This design comes from an exercise in tuning for small area on the open sky130 flow, not from production work. Only simulation tests tie the RTL to the original design; equivalence was not proved. Power figures rest on the tool's default switching activity, not on a simulated workload.

File: flow/run.sh
#!/bin/bash
# synth_recipe.tcl (not shown) runs the flow's synth.tcl, then flattens the netlist and writes it again
# the make line also repeats each setting of config.mk as NAME=value (left out here)
make -C /OpenROAD-flow-scripts/flow DESIGN_CONFIG=/design/flow/config.mk WORK_HOME=/design/flow/orfs CLKGATE_MAP_FILE= SYNTH_SCRIPT=/design/flow/synth_recipe.tcl finish
File: flow/config.mk
export PLATFORM = sky130hd
export DESIGN_NAME = sap1_top
export DESIGN_NICKNAME = sap1_top
export VERILOG_FILES = /design/flow/design.v
export SDC_FILE = /design/flow/constraint.sdc
export NUM_CORES = 4
export LEC_CHECK = 0
export CAP_MARGIN = 20
export CORE_MARGIN = 2
export CORE_UTILIZATION = 40
export SLEW_MARGIN = 20
File: flow/constraint.sdc
create_clock -name core_clock -period 15.0 [get_ports {clk}]
set_input_delay 3.0000 -clock core_clock [delete_from_list [all_inputs] [get_ports {clk}]]
set_output_delay 3.0000 -clock core_clock [all_outputs]
set_load 0.01 [all_outputs]
File: flow/design.v
`timescale 1ns / 10ps
module sap1_top (
    input wire clk,   
    input wire btnC,   
    input wire btnR,   
    input wire btnL,   
    input wire [15:0] sw,   
    output wire sclk,   
    output wire mosi,   
    output wire cs_n,   
    output wire [6:0] seg,   
    output wire [3:0] an,   
    output wire [15:0] led   
);
  wire sap1_clk;
  wire [15:0] sw_stable;
  wire sys_reset;
  wire [3:0] opcode;
  wire halt;
  wire [7:0] bus;
  wire [3:0] pc_out, mar_out, operand;
  wire [7:0] ir_out, a_out, b_out;
  wire [15:0] acc_out, acc_reg_out;
  wire hlt, pc_inc, pc_en, mar_load, mem_en, ir_load, ir_en;
  wire a_load, a_en, b_load, alu_sub, alu_en, acc_load, acc_reg_load, acc_reg_en, sng_en;
  wire [2:0] state;
  wire overflow, underflow;
  wire [7:0] pc_bus_out, ir_bus_out, a_bus_out, alu_bus_out, ram_bus_out;
  assign halt = hlt;
  wire bus_conflict = (pc_en + ir_en + a_en + alu_en + mem_en + acc_reg_en) > 1;
  reg [9:0] reset_sync;
  always @(posedge clk) begin
    reset_sync <= {reset_sync[8:0], btnC};
  end
  assign sys_reset = |reset_sync;
  reg sap1_clk_d;
  always @(posedge clk) begin
    if (sys_reset) sap1_clk_d <= 0;
    else sap1_clk_d <= sap1_clk;
  end
  wire sap1_pe = sap1_clk & ~sap1_clk_d;
  wire sap1_ne = ~sap1_clk & sap1_clk_d;
  localparam [2:0] IDLE = 3'd0, SELECT_PROG = 3'd1, INPUT_A = 3'd2, INPUT_B = 3'd3, WRITE_RAM = 3'd4, EXECUTE = 3'd5, WRITE_WAIT = 3'd6;
  reg [2:0] input_state;
  reg [2:0] selected_prog;
  reg [7:0] input_A, input_B;
  reg [3:0] write_addr;
  reg write_en;
  reg [3:0] song_number;
  reg write_done_internal;
  wire write_done = write_done_internal;
  reg [2:0] write_counter;
  reg write_busy;
  reg [15:0] btnR_shift, btnL_shift;
  reg btnR_stable, btnL_stable;
  reg btnR_rising_fast_reg, btnL_rising_fast_reg;
  always @(posedge clk) begin
    if (sys_reset) begin
      btnR_shift <= 16'h0000;
      btnR_stable <= 0;
      btnR_rising_fast_reg <= 0;
      btnL_shift <= 16'h0000;
      btnL_stable <= 0;
      btnL_rising_fast_reg <= 0;
    end else begin
      btnR_shift <= {btnR_shift[14:0], btnR};
      if (btnR_shift == 16'hFFFF) btnR_stable <= 1;
      else if (btnR_shift == 16'h0000) btnR_stable <= 0;
      btnR_rising_fast_reg <= btnR_stable & ~btnR_rising_fast_reg;
      btnL_shift <= {btnL_shift[14:0], btnL};
      if (btnL_shift == 16'hFFFF) btnL_stable <= 1;
      else if (btnL_shift == 16'h0000) btnL_stable <= 0;
      btnL_rising_fast_reg <= btnL_stable & ~btnL_rising_fast_reg;
    end
  end
  wire btnR_rising_fast = btnR_stable & ~btnR_rising_fast_reg;
  wire btnL_rising_fast = btnL_stable & ~btnL_rising_fast_reg;
  reg btnR_latched, btnL_latched;
  reg [1:0] btnR_sync, btnL_sync;
  always @(posedge clk) begin
    if (sys_reset) begin
      btnR_latched <= 0;
      btnL_latched <= 0;
    end else begin
      if (btnR_rising_fast) btnR_latched <= 1;
      else if (btnR_sync[1]) btnR_latched <= 0;
      if (btnL_rising_fast) btnL_latched <= 1;
      else if (btnL_sync[1]) btnL_latched <= 0;
    end
  end
  always @(posedge clk) begin
    if (sys_reset) begin
      btnR_sync <= 2'b00;
      btnL_sync <= 2'b00;
    end else if (sap1_pe) begin
      btnR_sync <= {btnR_sync[0], btnR_latched};
      btnL_sync <= {btnL_sync[0], btnL_latched};
    end
  end
  wire btnR_rising = btnR_sync[1] & ~btnR_sync[0];
  wire btnL_rising = btnL_sync[1] & ~btnL_sync[0];
  always @(posedge clk) begin
    if (sys_reset) begin
      input_state <= IDLE;
      selected_prog <= 0;
      input_A <= 0;
      input_B <= 0;
      write_addr <= 0;
      write_en <= 0;
      song_number <= 0;
      write_done_internal <= 0;
      write_counter <= 0;
      write_busy <= 0;
    end else if (sap1_pe) begin
      case (input_state)
        IDLE: begin
          if (btnR_rising) begin
            input_state <= SELECT_PROG;
          end
        end
        SELECT_PROG: begin
          if (btnR_rising) begin
            if (sw_stable[13]) begin
              selected_prog <= 3'b100;
              song_number <= sw_stable[5:2];
              input_state <= WRITE_RAM;
              write_busy <= 1;
              write_counter <= 0;
              write_en <= 1;
              write_addr <= 0;
            end else begin
              selected_prog <= (sw_stable[15:14] == 2'b10) ? 3'b010 : 3'b001;
              input_state <= INPUT_A;
            end
          end
          if (btnL_rising) input_state <= IDLE;
        end
        INPUT_A: begin
          if (btnR_rising) begin
            input_A <= sw_stable[7:0];
            input_state <= INPUT_B;
          end
          if (btnL_rising) input_state <= SELECT_PROG;
        end
        INPUT_B: begin
          if (btnR_rising) begin
            input_B <= sw_stable[7:0];
            input_state <= WRITE_RAM;
            write_busy <= 1;
            write_counter <= 0;
            write_en <= 1;
            write_addr <= 0;
          end
          if (btnL_rising) input_state <= INPUT_A;
        end
        WRITE_RAM: begin
          if (write_busy) begin
            if (selected_prog == 3'b100) begin  
              if (write_counter == 0) begin
                write_addr <= 0;
                write_en <= 1;
                input_state <= WRITE_WAIT;
                write_counter <= 1;
              end else if (write_counter == 1) begin
                write_addr <= 1;
                write_en <= 1;
                input_state <= WRITE_WAIT;
                write_counter <= 2;
              end else begin
                write_en <= 0;
                write_busy <= 0;
                write_done_internal <= 1;
                input_state <= EXECUTE;
                write_counter <= 0;
              end
            end else begin  
              if (write_counter == 0) begin
                write_addr <= 0;
                write_en <= 1;
                input_state <= WRITE_WAIT;
                write_counter <= 1;
              end else if (write_counter == 1) begin
                write_addr <= 1;
                write_en <= 1;
                input_state <= WRITE_WAIT;
                write_counter <= 2;
              end else if (write_counter == 2) begin
                write_addr <= 2;
                write_en <= 1;
                input_state <= WRITE_WAIT;
                write_counter <= 3;
              end else if (write_counter == 3) begin
                write_addr <= 3;
                write_en <= 1;
                input_state <= WRITE_WAIT;
                write_counter <= 4;
              end else if (write_counter == 4) begin
                write_addr <= 4;
                write_en <= 1;
                input_state <= WRITE_WAIT;
                write_counter <= 5;
              end else if (write_counter == 5) begin
                write_addr <= 14;
                write_en <= 1;
                input_state <= WRITE_WAIT;
                write_counter <= 6;
              end else if (write_counter == 6) begin
                write_addr <= 15;
                write_en <= 1;
                input_state <= WRITE_WAIT;
                write_counter <= 7;
              end else begin
                write_en <= 0;
                write_busy <= 0;
                write_done_internal <= 1;
                input_state <= EXECUTE;
                write_counter <= 0;
              end
            end
          end
        end
        WRITE_WAIT: begin
          write_en <= 0;
          input_state <= WRITE_RAM;
        end
        EXECUTE: begin
          if (halt) begin
          end else if (btnL_rising) begin
            input_state <= IDLE;
            write_done_internal <= 0;
            write_en <= 0;
            write_busy <= 0;
            write_counter <= 0;
          end
        end
        default: begin
          input_state <= IDLE;
          write_done_internal <= 0;
          write_en <= 0;
          write_busy <= 0;
          write_counter <= 0;
        end
      endcase
    end
  end
  reg [2:0] spi_clk_sync;
  reg clk_prev;
  reg [1:0] spi_delay;
  wire spi_sending;
  always @(posedge clk) begin
    if (sys_reset) begin
      spi_clk_sync <= 3'b000;
      clk_prev <= 0;
      spi_delay <= 2'b00;
    end else begin
      spi_clk_sync <= {spi_clk_sync[1:0], sap1_clk};
      clk_prev <= spi_clk_sync[2];
      spi_delay <= {spi_delay[0], spi_clk_sync[2] && !clk_prev};
    end
  end
  wire spi_start = spi_delay[1] && (input_state == EXECUTE) && !halt && !spi_sending;
  reg [39:0] spi_data_latched;
  always @(posedge clk) begin
    if (sys_reset) begin
      spi_data_latched <= 40'b0;
    end else if (spi_delay[1]) begin
      spi_data_latched <= {
        a_out,                            
        b_out,                            
        acc_out[7:0],                     
        sng_en, overflow, underflow, 1'b0, pc_out[3:0],   
        1'b0, operand[3:0], state[2:0]    
      };
    end
  end
  assign bus = mem_en ? ram_bus_out :
               pc_en ? pc_bus_out :
               ir_en ? ir_bus_out :
               a_en ? a_bus_out :
               alu_en ? alu_bus_out : 8'b0;
  assign led = {
    bus_conflict,
    ir_load,
    opcode[1:0],
    write_done,
    btnR_rising,
    acc_load,
    a_load,
    b_load,
    write_en,
    halt,
    sap1_clk,
    input_state[1:0]
  };
  program_counter pc_inst (
      .clk(clk),
      .ce(sap1_pe),
      .reset(sys_reset),
      .hlt(halt),
      .pc_inc(pc_inc),
      .pc_en(pc_en),
      .pc_out(pc_out),
      .pc_bus_out(pc_bus_out)
  );
  mar mar_inst (
      .clk(clk),
      .ce(sap1_pe),
      .reset(sys_reset),
      .mar_load(mar_load),
      .bus(bus[3:0]),
      .mar_out(mar_out)
  );
  ram ram_inst (
      .clk(clk),
      .ce(sap1_pe),
      .reset(sys_reset),
      .write_en(write_en),
      .write_addr(write_addr),
      .selected_prog(selected_prog),
      .input_A(input_A),
      .input_B(input_B),
      .song_number(song_number),
      .addr(mar_out),
      .mem_en(mem_en),
      .ram_bus_out(ram_bus_out)
  );
  instruction_reg ir_inst (
      .clk(clk),
      .ce(sap1_pe),
      .reset(sys_reset),
      .ir_load(ir_load),
      .ir_en(ir_en),
      .bus(bus),
      .opcode(opcode),
      .operand(operand),
      .ir_out(ir_out),
      .ir_bus_out(ir_bus_out)
  );
  controller controller_inst (
      .clk(clk),
      .ce(sap1_ne),
      .rst(sys_reset),
      .opcode(opcode),
      .operand(operand),
      .execute(input_state == EXECUTE),
      .out({
        sng_en,         
        hlt,            
        pc_inc,         
        pc_en,          
        mar_load,       
        mem_en,         
        ir_load,        
        ir_en,          
        a_load,         
        a_en,           
        b_load,         
        alu_sub,        
        alu_en,         
        acc_load,       
        acc_reg_load,   
        acc_reg_en      
      }),
      .state(state)
  );
  reg_a reg_a_inst (
      .clk(clk),
      .ce(sap1_pe),
      .reset(sys_reset),
      .a_load(a_load),
      .a_en(a_en),
      .bus(bus),
      .a_out(a_out),
      .a_bus_out(a_bus_out)
  );
  reg_b reg_b_inst (
      .clk(clk),
      .ce(sap1_pe),
      .reset(sys_reset),
      .b_load(b_load),
      .bus(bus),
      .b_out(b_out)
  );
  ALU alu_inst (
      .clk(clk),
      .ce(sap1_pe),
      .reset(sys_reset),
      .a(a_out),
      .b(b_out),
      .sub(alu_sub),
      .en(alu_en),
      .load(acc_load),
      .acc_out(acc_out),
      .overflow(overflow),
      .underflow(underflow),
      .alu_bus_out(alu_bus_out)
  );
  acc_register acc_reg_inst (
      .clk(clk),
      .ce(sap1_pe),
      .reset(sys_reset),
      .acc_reg_load(acc_reg_load),
      .acc_reg_en(acc_reg_en),
      .acc_in(acc_out),
      .acc_reg_out(acc_reg_out)
  );
  spi_master spi_inst (
      .clk(clk),
      .reset(sys_reset),
      .start(spi_start),
      .data_in(spi_data_latched),
      .sclk(sclk),
      .mosi(mosi),
      .cs_n(cs_n),
      .sending(spi_sending)
  );
  clk_divider clk_div_inst (
      .clk(clk),
      .clk_reset(sys_reset),
      .btnL(btnL_rising),
      .halt(halt),
      .sap1_clk(sap1_clk)
  );
  switch_debouncer sw_debounce_inst (
      .clk(clk),
      .reset(sys_reset),
      .sw(sw),
      .sw_stable(sw_stable)
  );
  seven_segment_display seg_display_inst (
      .clk(clk),
      .reset(sys_reset),
      .halt(halt),
      .opcode(opcode),
      .input_state(input_state),
      .overflow(overflow),
      .underflow(underflow),
      .acc_out(acc_out[15:0]),   
      .seg(seg),
      .an(an)
  );
endmodule
module controller (
    input wire clk,
    input wire ce,
    input wire rst,
    input wire [3:0] opcode,
    input wire [3:0] operand,
    input wire execute,
    output wire [15:0] out,
    output reg [2:0] state
);
    localparam SIG_SNG_EN      = 15;
    localparam SIG_HLT         = 14;
    localparam SIG_PC_INC      = 13;
    localparam SIG_PC_EN       = 12;
    localparam SIG_MEM_LOAD    = 11;
    localparam SIG_MEM_EN      = 10;
    localparam SIG_IR_LOAD     = 9;
    localparam SIG_IR_EN       = 8;
    localparam SIG_A_LOAD      = 7;
    localparam SIG_A_EN        = 6;
    localparam SIG_B_LOAD      = 5;
    localparam SIG_ADDER_SUB   = 4;
    localparam SIG_ADDER_EN    = 3;
    localparam SIG_ACC_LOAD    = 2;
    localparam SIG_ACC_REG_LOAD = 1;
    localparam SIG_ACC_REG_EN   = 0;
    localparam OP_LDA = 4'h0;   
    localparam OP_ADD = 4'h1;   
    localparam OP_SUB = 4'h2;   
    localparam OP_SNG = 4'h3;   
    localparam OP_OUT = 4'hE;   
    localparam OP_HLT = 4'hF;   
    reg [15:0] ctrl_word;
    always @(posedge clk) begin
        if (rst) begin
            state <= 0;
        end else if (ce && execute && !ctrl_word[SIG_HLT]) begin   
            if (state == 5) state <= 0;
            else state <= state + 1;
        end
    end
    always @(*) begin
        ctrl_word = 16'b0;
        if (execute) begin
            case (state)
                0: begin
                    ctrl_word[SIG_PC_EN] = 1;
                    ctrl_word[SIG_MEM_LOAD] = 1;
                end
                1: begin
                    ctrl_word[SIG_PC_INC] = 1;
                end
                2: begin
                    ctrl_word[SIG_MEM_EN] = 1;
                    ctrl_word[SIG_IR_LOAD] = 1;
                end
                3: begin
                    case (opcode)
                        OP_LDA: begin
                            ctrl_word[SIG_IR_EN] = 1;
                            ctrl_word[SIG_MEM_LOAD] = 1;
                        end
                        OP_ADD: begin
                            ctrl_word[SIG_IR_EN] = 1;
                            ctrl_word[SIG_MEM_LOAD] = 1;
                        end
                        OP_SUB: begin
                            ctrl_word[SIG_IR_EN] = 1;
                            ctrl_word[SIG_MEM_LOAD] = 1;
                        end
                        OP_SNG: begin
                            ctrl_word[SIG_SNG_EN] = 1;
                        end
                        OP_OUT: begin
                            ctrl_word[SIG_ADDER_EN] = 1;   
                        end
                        OP_HLT: begin
                            ctrl_word[SIG_HLT] = 1;
                        end
                    endcase
                end
                4: begin
                    case (opcode)
                        OP_LDA: begin
                            ctrl_word[SIG_MEM_EN] = 1;
                            ctrl_word[SIG_A_LOAD] = 1;
                        end
                        OP_ADD: begin
                            ctrl_word[SIG_MEM_EN] = 1;
                            ctrl_word[SIG_B_LOAD] = 1;
                        end
                        OP_SUB: begin
                            ctrl_word[SIG_MEM_EN] = 1;
                            ctrl_word[SIG_B_LOAD] = 1;
                        end
                    endcase
                end
                5: begin
                    case (opcode)
                        OP_ADD: begin
                            ctrl_word[SIG_ADDER_EN] = 1;
                            ctrl_word[SIG_ACC_LOAD] = 1;
                        end
                        OP_SUB: begin
                            ctrl_word[SIG_ADDER_SUB] = 1;
                            ctrl_word[SIG_ADDER_EN] = 1;
                            ctrl_word[SIG_ACC_LOAD] = 1;
                        end
                    endcase
                end
            endcase
        end
    end
    assign out = ctrl_word;
endmodule
module acc_register (
    input wire clk,
    input wire ce,
    input wire reset,
    input wire acc_reg_load,
    input wire acc_reg_en,
    input wire [15:0] acc_in,   
    output reg [15:0] acc_reg_out   
);
    always @(posedge clk) begin
        if (reset) begin
            acc_reg_out <= 16'h0000;
        end else if (ce && acc_reg_load) begin
            acc_reg_out <= acc_in;
        end
    end
endmodule
module clk_divider (
    input wire clk,
    input wire clk_reset,
    input wire btnL,
    input wire halt,
    output reg sap1_clk
);
    reg [3:0] clk_counter;
    reg sap1_clk_raw;
    always @(posedge clk) begin
        if (clk_reset) begin
            clk_counter <= 0;
            sap1_clk_raw <= 0;
            sap1_clk <= 0;
        end else if (!halt) begin
            clk_counter <= clk_counter + 1;
            if (clk_counter == 4'd15) begin
                clk_counter <= 0;
                sap1_clk_raw <= ~sap1_clk_raw;
                sap1_clk <= sap1_clk_raw;
            end
        end
    end
endmodule
module switch_debouncer (
    input wire clk,
    input wire reset,
    input wire [15:0] sw,
    output reg [15:0] sw_stable
);
    reg [4:0] debounce_counter[15:0];
    reg [15:0] sw_sync, sw_prev;
    integer i;
    always @(posedge clk) begin
        if (reset) begin
            for (i = 0; i < 16; i = i + 1) begin
                debounce_counter[i] <= 0;
                sw_sync[i] <= 0;
                sw_prev[i] <= 0;
                sw_stable[i] <= 0;
            end
        end else begin
            for (i = 0; i < 16; i = i + 1) begin
                sw_sync[i] <= sw[i];
                if (sw_sync[i] != sw_prev[i]) begin
                    debounce_counter[i] <= 0;
                end else if (debounce_counter[i] < 5'd20) begin
                    debounce_counter[i] <= debounce_counter[i] + 1;
                end else begin
                    sw_stable[i] <= sw_sync[i];
                end
                sw_prev[i] <= sw_sync[i];
            end
        end
    end
endmodule
module seven_segment_display (
    input wire clk,
    input wire reset,
    input wire halt,
    input wire [3:0] opcode,
    input wire [2:0] input_state,
    input wire overflow,
    input wire underflow,
    input wire [15:0] acc_out,   
    output reg [6:0] seg,
    output reg [3:0] an
);
    localparam [6:0] SEG_0 = 7'b0111111;
    localparam [6:0] SEG_1 = 7'b0000110;
    localparam [6:0] SEG_2 = 7'b1011011;
    localparam [6:0] SEG_3 = 7'b1001111;
    localparam [6:0] SEG_4 = 7'b1100110;
    localparam [6:0] SEG_5 = 7'b1101101;
    localparam [6:0] SEG_6 = 7'b1111101;
    localparam [6:0] SEG_7 = 7'b0000111;
    localparam [6:0] SEG_8 = 7'b1111111;
    localparam [6:0] SEG_9 = 7'b1101111;
    localparam [6:0] SEG_A = 7'b1110111;
    localparam [6:0] SEG_B = 7'b1111100;
    localparam [6:0] SEG_C = 7'b0111001;
    localparam [6:0] SEG_D = 7'b1011110;
    localparam [6:0] SEG_E = 7'b1111001;
    localparam [6:0] SEG_F = 7'b1110001;
    localparam [6:0] SEG_I = 7'b0110000;
    localparam [6:0] SEG_L = 7'b0111000;
    localparam [6:0] SEG_S = 7'b1101101;
    localparam [6:0] SEG_X = 7'b1110110;
    localparam [6:0] SEG_O = 7'b0111111;
    localparam [6:0] SEG_U = 7'b0111110;
    localparam [6:0] SEG_N = 7'b1010100;
    localparam [6:0] SEG_R = 7'b1010000;
    localparam [6:0] SEG_MINUS = 7'b1000000;
    localparam [6:0] SEG_OFF = 7'b0000000;
    localparam [2:0] IDLE = 3'd0, SELECT_PROG = 3'd1, INPUT_A = 3'd2, INPUT_B = 3'd3, EXECUTE = 3'd5;
    reg [3:0] seg_counter;
    reg [1:0] digit_select;
    reg [6:0] digit0, digit1, digit2, digit3;
    always @(posedge clk) begin
        if (reset) begin
            seg_counter <= 0;
            digit_select <= 0;
        end else begin
            seg_counter <= seg_counter + 1;
            if (seg_counter == 0) begin
                digit_select <= digit_select + 1;
            end
        end
    end
    function [6:0] digit_to_7seg;
        input [3:0] digit;
        begin
            case (digit)
                4'h0: digit_to_7seg = SEG_0;
                4'h1: digit_to_7seg = SEG_1;
                4'h2: digit_to_7seg = SEG_2;
                4'h3: digit_to_7seg = SEG_3;
                4'h4: digit_to_7seg = SEG_4;
                4'h5: digit_to_7seg = SEG_5;
                4'h6: digit_to_7seg = SEG_6;
                4'h7: digit_to_7seg = SEG_7;
                4'h8: digit_to_7seg = SEG_8;
                4'h9: digit_to_7seg = SEG_9;
                4'hA: digit_to_7seg = SEG_A;
                4'hB: digit_to_7seg = SEG_B;
                4'hC: digit_to_7seg = SEG_C;
                4'hD: digit_to_7seg = SEG_D;
                4'hE: digit_to_7seg = SEG_E;
                4'hF: digit_to_7seg = SEG_F;
                default: digit_to_7seg = SEG_OFF;
            endcase
        end
    endfunction
    wire [15:0] q_1000 = acc_out / 1000;
    wire [15:0] q_100 = acc_out / 100;
    wire [15:0] q_10 = acc_out / 10;
    wire [15:0] r_100_10 = (acc_out / 100) % 10;
    wire [15:0] r_10_10 = (acc_out / 10) % 10;
    wire [15:0] r_10 = acc_out % 10;
    wire [3:0] dig_1000 = q_1000[3:0];
    wire [3:0] dig_q100 = q_100[3:0];
    wire [3:0] dig_q10 = q_10[3:0];
    wire [3:0] dig_r100 = r_100_10[3:0];
    wire [3:0] dig_r10 = r_10_10[3:0];
    wire [3:0] dig_r1 = r_10[3:0];
    wire [3:0] dig_low = acc_out[3:0];
    always @(*) begin
        if (reset) begin
            digit0 = SEG_OFF;
            digit1 = SEG_OFF;
            digit2 = SEG_OFF;
            digit3 = SEG_OFF;
        end else if (halt && (overflow || underflow)) begin
            if (overflow) begin
                digit3 = SEG_O;       
                digit2 = SEG_F;       
                digit1 = SEG_L;       
                digit0 = SEG_O;       
            end else begin
                digit3 = SEG_MINUS;   
                digit2 = digit_to_7seg(dig_q100);           
                digit1 = digit_to_7seg(dig_r10);     
                digit0 = digit_to_7seg(dig_r1);            
            end
        end else if (halt) begin
            if (acc_out >= 1000) begin
                digit3 = digit_to_7seg(dig_1000);
                digit2 = digit_to_7seg(dig_r100);
                digit1 = digit_to_7seg(dig_r10);
                digit0 = digit_to_7seg(dig_r1);
            end else if (acc_out >= 100) begin
                digit3 = SEG_OFF;
                digit2 = digit_to_7seg(dig_q100);
                digit1 = digit_to_7seg(dig_r10);
                digit0 = digit_to_7seg(dig_r1);
            end else if (acc_out >= 10) begin
                digit3 = SEG_OFF;
                digit2 = SEG_OFF;
                digit1 = digit_to_7seg(dig_q10);
                digit0 = digit_to_7seg(dig_r1);
            end else begin
                digit3 = SEG_OFF;
                digit2 = SEG_OFF;
                digit1 = SEG_OFF;
                digit0 = digit_to_7seg(dig_low);
            end
        end else begin
            case (input_state)
                IDLE: begin
                    digit3 = SEG_I;
                    digit2 = SEG_D;
                    digit1 = SEG_L;
                    digit0 = SEG_E;
                end
                SELECT_PROG: begin
                    digit3 = SEG_S;
                    digit2 = SEG_E;
                    digit1 = SEG_L;
                    digit0 = SEG_OFF;
                end
                INPUT_A: begin
                    digit3 = SEG_OFF;
                    digit2 = SEG_OFF;
                    digit1 = SEG_OFF;
                    digit0 = SEG_A;
                end
                INPUT_B: begin
                    digit3 = SEG_OFF;
                    digit2 = SEG_OFF;
                    digit1 = SEG_OFF;
                    digit0 = SEG_B;
                end
                EXECUTE: begin
                    digit3 = SEG_E;
                    digit2 = SEG_X;
                    digit1 = SEG_E;
                    digit0 = SEG_C;
                end
                default: begin
                    digit0 = SEG_OFF;
                    digit1 = SEG_OFF;
                    digit2 = SEG_OFF;
                    digit3 = SEG_OFF;
                end
            endcase
        end
    end
    always @(posedge clk) begin
        case (digit_select)
            2'b00: begin
                an <= 4'b1110;
                seg <= ~digit0;
            end
            2'b01: begin
                an <= 4'b1101;
                seg <= ~digit1;
            end
            2'b10: begin
                an <= 4'b1011;
                seg <= ~digit2;
            end
            2'b11: begin
                an <= 4'b0111;
                seg <= ~digit3;
            end
            default: begin
                an <= 4'b1111;
                seg <= ~SEG_OFF;
            end
        endcase
    end
endmodule
module program_counter (
    input wire clk,
    input wire ce,
    input wire reset,
    input wire hlt,
    input wire pc_inc,
    input wire pc_en,
    output reg [3:0] pc_out,
    output wire [7:0] pc_bus_out
);
    always @(posedge clk) begin
        if (reset) begin
            pc_out <= 0;
        end else if (ce && !hlt && pc_inc) begin
            pc_out <= pc_out + 1;
            if (pc_out >= 4'd15) begin
                pc_out <= 4'd15;   
            end
        end
    end
    assign pc_bus_out = pc_en ? {4'b0, pc_out} : 8'b0;
endmodule
module mar (
    input wire clk,
    input wire ce,
    input wire reset,
    input wire mar_load,
    input wire [3:0] bus,
    output reg [3:0] mar_out
);
    always @(posedge clk) begin
        if (reset) mar_out <= 0;
        else if (ce && mar_load) mar_out <= bus;
    end
endmodule
module ram (
    input wire clk,
    input wire ce,
    input wire reset,
    input wire write_en,
    input wire [3:0] write_addr,
    input wire [2:0] selected_prog,
    input wire [7:0] input_A,
    input wire [7:0] input_B,
    input wire [3:0] song_number,
    input wire [3:0] addr,
    input wire mem_en,
    output reg [7:0] ram_bus_out
);
    reg [7:0] mem[0:15];
    integer i;
    always @(posedge clk) begin
        if (reset) begin
            for (i = 0; i < 16; i = i + 1) mem[i] <= 8'h00;
        end else if (ce && write_en) begin
            if (selected_prog == 3'b100) begin  
                case (write_addr)
                    0: mem[0] <= {4'h3, song_number};
                    1: mem[1] <= 8'hF0;
                endcase
            end else begin  
                case (write_addr)
                    0: mem[0] <= 8'h0F;  
                    1: mem[1] <= (selected_prog == 3'b001) ? 8'h1E : 8'h2E;  
                    2: mem[2] <= 8'hE0;  
                    3: mem[3] <= 8'h30;  
                    4: mem[4] <= 8'hF0;  
                    14: mem[14] <= input_B;   
                    15: mem[15] <= input_A;   
                endcase
            end
        end
    end
    always @(*) begin
        ram_bus_out = mem_en ? mem[addr] : 8'b0;
    end
endmodule
module instruction_reg (
    input wire clk,
    input wire ce,
    input wire reset,
    input wire ir_load,
    input wire ir_en,
    input wire [7:0] bus,
    output reg [3:0] opcode,
    output reg [3:0] operand,
    output wire [7:0] ir_out,
    output wire [7:0] ir_bus_out
);
    always @(posedge clk) begin
        if (reset) begin
            opcode <= 0;
            operand <= 0;
        end else if (ce && ir_load) begin
            opcode <= bus[7:4];
            operand <= bus[3:0];
        end
    end
    assign ir_out = {opcode, operand};
    assign ir_bus_out = ir_en ? ir_out : 8'b0;
endmodule
module reg_a (
    input wire clk,
    input wire ce,
    input wire reset,
    input wire a_load,
    input wire a_en,
    input wire [7:0] bus,
    output reg [7:0] a_out,
    output wire [7:0] a_bus_out
);
    always @(posedge clk) begin
        if (reset) a_out <= 0;
        else if (ce && a_load) a_out <= bus;
    end
    assign a_bus_out = a_en ? a_out : 8'b0;
endmodule
module reg_b (
    input wire clk,
    input wire ce,
    input wire reset,
    input wire b_load,
    input wire [7:0] bus,
    output reg [7:0] b_out
);
    always @(posedge clk) begin
        if (reset) b_out <= 0;
        else if (ce && b_load) b_out <= bus;
    end
endmodule
module ALU (
    input wire clk,
    input wire ce,
    input wire reset,
    input wire [7:0] a,
    input wire [7:0] b,
    input wire sub,
    input wire en,
    input wire load,
    output reg [15:0] acc_out,   
    output reg overflow,
    output reg underflow,
    output wire [7:0] alu_bus_out
);
    wire [15:0] sum = a + b;   
    wire signed [15:0] signed_diff = $signed({8'b0, a}) - $signed({8'b0, b});
    wire diff_underflow = (sub && signed_diff < 0);
    wire sum_overflow = (sum > 9999);   
    always @(posedge clk) begin
        if (reset) begin
            acc_out <= 0;
            overflow <= 0;
            underflow <= 0;
        end else if (ce && load) begin
            if (sub) begin
                if (diff_underflow) begin
                    acc_out <= (-signed_diff);   
                    underflow <= 1;
                    overflow <= 0;
                end else begin
                    acc_out <= signed_diff;
                    underflow <= 0;
                    overflow <= 0;
                end
            end else begin   
                if (sum_overflow) begin
                    acc_out <= 16'h270F;   
                    overflow <= 1;
                    underflow <= 0;
                end else begin
                    acc_out <= sum;   
                    overflow <= 0;
                    underflow <= 0;
                end
            end
        end
    end
    assign alu_bus_out = en ? acc_out[7:0] : 8'b0;
endmodule
module spi_master (
    input wire clk,
    input wire reset,
    input wire start,
    input wire [39:0] data_in,
    output reg mosi,
    output reg sclk,
    output reg cs_n,
    output reg sending
);
    parameter CLK_DIV = 2;
    reg clk_count;
    reg [39:0] shift_reg;
    reg [5:0] bit_count;
    always @(posedge clk) begin
        if (reset) begin
            mosi <= 0;
            sclk <= 0;
            cs_n <= 1;
            clk_count <= 0;
            shift_reg <= 0;
            bit_count <= 0;
            sending <= 0;
        end else if (!sending) begin
            if (start) begin
                shift_reg <= data_in;
                bit_count <= 6'd40;
                sending <= 1;
                cs_n <= 0;
                clk_count <= 0;
            end
        end else begin
            if (clk_count < CLK_DIV - 1) begin
                clk_count <= clk_count + 1;
            end else begin
                clk_count <= 0;
                sclk <= ~sclk;
                if (!sclk) begin
                    mosi <= shift_reg[39];
                    shift_reg <= {shift_reg[38:0], 1'b0};
                    bit_count <= bit_count - 1;
                    if (bit_count == 0) begin
                        sending <= 0;
                        cs_n <= 1;
                    end
                end
            end
        end
    end
endmodule
==> summary.md <==
| Metric | Value |
|---|---|
| Top_reg_cell synth | dfxtp_1 |
| Crit-path most repeated cell | ha_1 |
| Most frequent cell after synthesis | nor2_1 |
| Layout Cell Area excl Fill | 0.02518 mm^2 |
| Area leader, netlist | dfxtp_1 |
| Setup violators final | 0 |
| Post-DP HPWL | 43.78 mm |
| Root buf cell | clkbuf_16 |
| WL final | 61.12 mm |
| Longest Clk Path Bufs | 3 |
| Cell Area, Placed | 0.02389 mm^2 |
| Syn. warnings | 16 |
| Worst Skew | 0.02447 ns |
| Diodes inserted | 0 |
| Highest metal layer with signal wires | met4 |
| Max_slew headroom | 35.41% |
| Setup TNS | 0 ns |
| Crit path max fanout | 74 |
| DR iter-0 viols | 1446 |
| First-pass GRT wire length | 100.4 mm |
| Maximum VDD drop | 0.00007970 V |
| WP data required | 15.45 ns |
| Number of global-route vias before repair | 19600 |
| RSZ-0062 raised after global routing | no |
| DRT met1 WL | 28.32 mm |
| Largest net degree at the start of global routing | 196 |
| Met3 wire length | 3.085 mm |
| Clock transition at path regs | 0.06 ns |
| ANT nets after route | 0 |
| Number of synthesized flops with an enable pin | 0 |
| Syn Inst Count | 2856 |
| Share of cells above drive strength 1 | 6.508% |
| Fin crit share | 67.15% |
| Post-Synthesis Cell Area | 0.02315 mm^2 |
| Worst setup EP type | flop |
| Core area | 0.05748 mm^2 |
| Fin nets | 2911 |
| Critical path's slowest cell | buf_4 |
| Die Ht | 244.6 um |
| H-Tree Depth | 2 |
| Total track usage | 20.00% |
| Die W | 244.6 um |
| Fmax achieved | 99.28 MHz |
| Syn-to-layout area delta | 8.800% |
| Critical path arrival | 10.52 ns |
| Hold crit path type | flop to flop |
| Placer Congestion | 0.8980 |
| Worst-margin pin slew | 0.9688 ns |
| Postcts setup bufs | 0 |
| Final hold violations | 0 |
| Max reg flops | 55 |
| Crit-path max cell delay | 0.57 ns |
| Hold buffer count at cts | 0 |
| Mean Syn Cell Area | 8.105 um^2 |
| Leakage | 8.695 nW |
| Pre-antenna DRT Iters | 5 |
| Max_cap viols | 0 |
| Later-pin clock latency in the skew report | 0.57 ns |
| DR WL met2 | 28.09 mm |
| CTS tree | yes |
| Register area share after synthesis | 32.43% |
| Final Max Slew Viols | 0 |
| Status | complete, no violations |
| Minimum clock period | 10.07 ns |
| Full die area | 0.05981 mm^2 |
| Initial antenna violation count | 0 |
| Port Buffers | 42 |
| I/O pins | 50 |
| PD cells | 78.57 mW/mm^2 |
| Initial Util | 40.27% |
| Startpoint class of the critical path | flop |
| Via count | 20590 |
| CTS Buf Count | 40 |
| Synth async-reset ratio | 0% |
| Top-area cell type share of the netlist area | 32.43% |
| DR vias/cell | 5.756 |
| Flops & latches, synth | 375 |
| Unique cell type count in the Yosys netlist | 123 |
| PostCTS Resize Cnt | 0 |
| Total grt overflow | 0 |
| # clock sinks | 375 |
| DRC viols | 0 |
| Drt wl/cell | 17.09 um |
| Row Count | 88 |
| Synth top area cells | dfxtp_1, mux2i_1, nor2_1 |
| Critical path type | flop to flop |
| Commonest cells post-synth | nor2_1, dfxtp_1, nand2_1 |
worst max-delay path: cells and delay by family (launching register included):
kind | cells | cell delay [ns]
fa+ha+maj | 4 | 1.44
mux | 1 | 0.15
buf+inv | 4 | 1.33
flops | 1 | 0.31
xor+xnor | 1 | 0.42
simple gates | 9 | 2.97
compound gates | 11 | 3.32
cell families after synthesis:
kind of cell | count (synthesis) | share of synthesized area, %
other cells | 1 | 0.01620
xor+xnor | 87 | 3.351
compound gates | 750 | 22.41
buf+inv | 280 | 5.216
mux | 180 | 8.065
simple gates | 1073 | 22.49
flops | 375 | 32.43
fa+ha+maj | 110 | 6.027
through the flow:
step | util, % | setup WS, ns | std cells | hold WS (ns) | power (mW)
after global routing | 43.82 | 4.330 | 3577 | 0.3548 | 2.045
final | 43.82 | 4.928 | 3577 | 0.3534 | 1.979
after detailed placement | 41.56 | 5.113 | 3506 | 0.3433 | 1.025
after floorplan | - | 6.673 | 2857 | 0.3311 | 1.021
after global placement | 41.56 | 5.324 | 3506 | 0.3383 | 1.025
after CTS | 43.82 | 5.087 | 3577 | 0.3555 | 2.007
final timing paths:
kind                            depth (start not counted)                               to  slack (ns)                               from
worst max register to register                         30  seg_display_inst.seg[0]$_DFF_P_        4.93  alu_inst.acc_out[14]$_SDFFE_PN0P_
worst min register to register                          0            reset_sync[9]$_DFF_P_        0.35              reset_sync[8]$_DFF_P_
worst max-delay path                                   30  seg_display_inst.seg[0]$_DFF_P_        4.93  alu_inst.acc_out[14]$_SDFFE_PN0P_
worst min-delay path                                    0            reset_sync[9]$_DFF_P_        0.35              reset_sync[8]$_DFF_P_
layout make-up:
type | count | area, um^2
well taps | 765 | 957.2
clock buffers | 58 | 1139
flip-flops and latches | 375 | 7511
inverters | 101 | 381.6
repair buffers | 63 | 590.6
fillers | 5711 | 32290
multi-input cells | 2202 | 14450
clock inverters | 13 | 158.9
report_power, final:
group	switching (mW)	internal (mW)	total, mW	leakage (nW)
Sequential	0.000739	0.997	0.998	3.02
Clock	0.408	0.567	0.976	0.634
Combinational	0.00130	0.00350	0.00481	5.04
cells in the final DEF (no fill, tap or decap), types with 11 or more instances in the layout:
master	count
nand3_1	75
a211o_1	12
a211oi_1	99
nor3_1	52
mux2_2	11
nor4_1	27
and3_1	28
dfxtp_1	372
nor2b_1	31
or3_1	15
o22ai_1	13
a311oi_1	20
nor2_1	423
clkbuf_1	11
o21ai_1	20
o21ai_0	121
o211ai_1	26
clkbuf_16	40
a31oi_1	46
buf_4	20
clkdlybuf4s50_1	42
nand2_1	193
mux2i_1	161
ha_1	105
nand4_1	38
xnor2_1	61
a21o_1	13
o21a_1	16
and2_1	83
a21oi_1	181
o31ai_1	20
inv_1	96
nand2b_1	25
xor2_1	25
layer usage:
metal | vias to the layer above | GRT usage, %
met5 | - | 0
met4 | 0 | 6.564
met3 | 100 | 2.853
met2 | 542 | 33.24
met1 | 9797 | 26.59
li1 | 10150 | -

## re-timing with driven ports
In the flow no input, the clock included, has a driving cell. The finished layout below was timed again as built, in two steps.
Step 1: set_driving_cell puts a clkbuf_16 on clk and a buf_2 on each other input, an assumption about the parent block.
Step 2 also shifts input and output timing later by t, the mid clock arrival at the registers, as if the neighbouring blocks saw the same clock.
a / b / c = ideal ports / drivers / drivers and shift; a / b = the first two.
shift t [ns]: 0.615
setup slack, ns: 4.928 / 4.928 / 4.928
worst hold slack (ns): 0.353 / 0.353 / 0.353
worst setup path after step 2: register to register
latest minus earliest clock arrival (ns): 0.024 / 0.025
After both steps this run still meets setup and hold. The setup slack of this run moves by 0.000 ns with the drivers and by 0.000 ns with both steps.
